Background: an optimization exercise with open tools, aiming at small area. Do not read the settings as production practice.
Only simulation tests tie the RTL to the original design; equivalence was not proved.

==> flow/design.v <==
`timescale 1ns/1ps
module g_aoi222 (input wire a1, a2, b1, b2, c1, c2, output wire y);
    assign y = ~((a1 & a2) | (b1 & b2) | (c1 & c2));
endmodule
module g_aoi22 (input wire a1, a2, b1, b2, output wire y);
    assign y = ~((a1 & a2) | (b1 & b2));
endmodule
module g_nand3 (input wire a, b, c, output wire y);
    assign y = ~(a & b & c);
endmodule
module g_and3 (input wire a, b, c, output wire y);
    assign y = a & b & c;
endmodule
module or17 (input wire [16:0] sel, input wire [16:0] d, output wire y);
    wire [5:0] n;
    g_aoi222 u0 (sel[0],  d[0],  sel[1],  d[1],  sel[2],  d[2],  n[0]);
    g_aoi222 u1 (sel[3],  d[3],  sel[4],  d[4],  sel[5],  d[5],  n[1]);
    g_aoi222 u2 (sel[6],  d[6],  sel[7],  d[7],  sel[8],  d[8],  n[2]);
    g_aoi222 u3 (sel[9],  d[9],  sel[10], d[10], sel[11], d[11], n[3]);
    g_aoi222 u4 (sel[12], d[12], sel[13], d[13], sel[14], d[14], n[4]);
    g_aoi22  u5 (sel[15], d[15], sel[16], d[16], n[5]);
    wire a, b;
    g_and3 u6 (n[0], n[1], n[2], a);
    g_nand3 u7 (n[3], n[4], n[5], b);
    assign y = ~a | b;
endmodule
module fifo (
    input  wire       clk,
    input  wire       rst,
    input  wire       write_en,
    input  wire       read_en,
    input  wire [7:0] in,
    output wire       empty,
    output wire       full,
    output reg  [7:0] out
);
reg [127:0] mem;
reg [4:0]   cm1;
assign empty = cm1[4];
assign full  = (cm1 == 5'b01111);
wire we = write_en & ~full;
wire re = read_en & ~empty;
always @(posedge clk)
    if (we)
        mem <= {mem[119:0], in};
always @(posedge clk) begin
    if (rst)
        cm1 <= 5'b11111;
    else if (we & ~re)
        cm1 <= cm1 + 5'd1;
    else if (re & ~we)
        cm1 <= cm1 - 5'd1;
end
wire [16:0] sel;
genvar i, b;
generate
    for (i = 0; i < 16; i = i + 1) begin : g_sel
        assign sel[i] = re & ~rst & (cm1[3:0] == i);
    end
endgenerate
assign sel[16] = ~re & ~rst;
wire [7:0] out_d;
generate
    for (b = 0; b < 8; b = b + 1) begin : g_rd
        or17 u_or (
            .sel(sel),
            .d({out[b], mem[120+b], mem[112+b], mem[104+b], mem[96+b],
                mem[88+b], mem[80+b], mem[72+b], mem[64+b], mem[56+b],
                mem[48+b], mem[40+b], mem[32+b], mem[24+b], mem[16+b],
                mem[8+b], mem[b]}),
            .y(out_d[b]));
    end
endgenerate
always @(posedge clk)
    out <= out_d;
endmodule
`timescale 1ns/1ps
module debounce (
    input  wire clk,
    input  wire rst,
    input  wire s,
    output wire pulse
);
localparam [19:0] INV = 20'hAAAAA;
reg [19:0] p;
reg        stable;
wire [19:0] l    = p ^ INV;
wire        z    = ~|l[18:0];
wire        fb   = l[19] ^ l[16] ^ z;
wire        det  = l[19] & z;
wire        en   = s & ~rst & ~stable;
wire        park = s & ~rst & stable;
always @(posedge clk) begin
    p      <= (en ? {l[18:0], fb} : {19'd0, park}) ^ INV;
    stable <= ~rst & (det | (s & stable));
end
assign pulse = stable & z & ~l[19];
endmodule
module g_inv (input wire a, output wire y);
    assign y = ~a;
endmodule
module top_module(
    input wire clk,
    input wire reset,
    input wire write_en,
    input wire read_en,
    input [7:0] in,
    output wire empty,
    output wire full,
    output wire [6:0] seven_seg,
    output wire [3:0] an
);
reg wr_sync0, wr_sync1;
reg rd_sync0, rd_sync1;
always @(posedge clk) begin
    wr_sync0 <= write_en;
    wr_sync1 <= wr_sync0;
    rd_sync0 <= read_en;
    rd_sync1 <= rd_sync0;
end
wire write_pulse, read_pulse;
debounce wr_deb (.clk(clk), .rst(reset), .s(wr_sync1), .pulse(write_pulse));
debounce rd_deb (.clk(clk), .rst(reset), .s(rd_sync1), .pulse(read_pulse));
wire [7:0] out;
wire f_empty, f_full;
fifo dut (
    .clk(clk),
    .rst(reset),
    .write_en(write_pulse),
    .read_en(read_pulse),
    .in(in),
    .empty(f_empty),
    .full(f_full),
    .out(out)
);
assign empty = f_empty | reset;
assign full  = f_full & ~reset;
localparam [17:0] RINV = 18'h2AAAA;
reg [17:0] rp;
reg [1:0]  digit;
wire [17:0] rl   = rp ^ RINV;
wire        rz   = ~|rl[16:0];
wire        rfb  = rl[17] ^ rl[10] ^ rz;
wire        tick = rl[17] & rz;
wire reset_n;
g_inv u_rst_n (.a(reset), .y(reset_n));
integer k;
always @(posedge clk) begin
    rp[0] <= reset_n & rfb;
    for (k = 1; k < 18; k = k + 1)
        rp[k] <= (k % 2) ? ~(reset_n & rp[k-1]) : ~(reset | rp[k-1]);
end
always @(posedge clk) begin
    digit <= reset ? 2'd0 : digit + {1'b0, tick};
end
wire [1:0] sel = reset ? 2'd0 : digit;
reg [3:0] anode_temp;
reg [3:0] hex_dec;
always @(*) begin
    case (sel)
        2'b00: begin anode_temp = 4'b0111; hex_dec = in[7:4];  end
        2'b01: begin anode_temp = 4'b1011; hex_dec = in[3:0];  end
        2'b10: begin anode_temp = 4'b1101; hex_dec = out[7:4]; end
        default: begin anode_temp = 4'b1110; hex_dec = out[3:0]; end
    endcase
end
assign an = anode_temp;
reg [6:0] seg_temp;
always @(*) begin
    case (hex_dec)
        4'h0: seg_temp = 7'b1000000;
        4'h1: seg_temp = 7'b1111001;
        4'h2: seg_temp = 7'b0100100;
        4'h3: seg_temp = 7'b0110000;
        4'h4: seg_temp = 7'b0011001;
        4'h5: seg_temp = 7'b0010010;
        4'h6: seg_temp = 7'b0000010;
        4'h7: seg_temp = 7'b1111000;
        4'h8: seg_temp = 7'b0000000;
        4'h9: seg_temp = 7'b0010000;
        4'hA: seg_temp = 7'b0001000;
        4'hB: seg_temp = 7'b0000011;
        4'hC: seg_temp = 7'b1000110;
        4'hD: seg_temp = 7'b0100001;
        4'hE: seg_temp = 7'b0000110;
        default: seg_temp = 7'b0001110;
    endcase
end
assign seven_seg = seg_temp;
endmodule
==> flow/config.mk <==
export PLATFORM = sky130hd
export DESIGN_NAME = top_module
export DESIGN_NICKNAME = top_module
export VERILOG_FILES = /design/flow/design.v
export SDC_FILE = /design/flow/constraint.sdc
export NUM_CORES = 4
export LEC_CHECK = 0
export CAP_MARGIN = 20
export CORE_MARGIN = 2
export CORE_UTILIZATION = 70
export CTS_BUF_LIST = sky130_fd_sc_hd__clkbuf_16
export CTS_CLUSTER_DIAMETER = 80
export CTS_CLUSTER_SIZE = 30
export SLEW_MARGIN = 20
export SYNTH_HIERARCHICAL = 1
export SYNTH_MINIMUM_KEEP_SIZE = 0
==> flow/constraint.sdc <==
create_clock -name core_clock -period 10.0 [get_ports {clk}]
set_input_delay 2.0000 -clock core_clock [delete_from_list [all_inputs] [get_ports {clk}]]
set_output_delay 2.0000 -clock core_clock [all_outputs]
set_load 0.01 [all_outputs]
run.sh (not shown) runs the stock make flow with config.mk's settings and CLKGATE_MAP_FILE= SYNTH_SCRIPT=/design/flow/synth_recipe.tcl, a recipe that flattens the netlist after the stock synthesis.
Then changed:
Settings changed: CTS_BUF_LIST sky130_fd_sc_hd__clkbuf_16 to sky130_fd_sc_hd__clkbuf_8, CTS_CLUSTER_DIAMETER 80 to 50, CTS_CLUSTER_SIZE 30 to 16.
What happened:
- The changed run completed without violations
- count of clock-buffer cells in the layout climbs by 6
- die area is unchanged
- global-route usage is about the same
- final cell count climbs by 1.9%
- final area stays flat

[what the ideal ports hide]
In the flow no input, the clock included, has a driving cell. The finished layouts below were timed again as built, in two steps. Step 1, drivers: a clkbuf_16 drives clk and a buf_2 each remaining input, both assumed. Step 2, shift: input delay + t, output delay - t, t = (earliest + latest rising clock arrival at the registers) / 2. This alone moves slack from input paths to output paths. Three values: ideal ports, drivers, drivers and shift; two values: the first two.
run	t (ns)	setup WS [ns]	worst setup path after step 2
the first run	0.492	2.938 / 2.901 / 2.901	input to output
the second run	0.512	2.953 / 2.923 / 2.923	input to output
After both steps setup and hold are still met in every run listed. The setup slack of the first run, which loses most, moves by -0.037 ns with the drivers and by -0.037 ns with both steps.
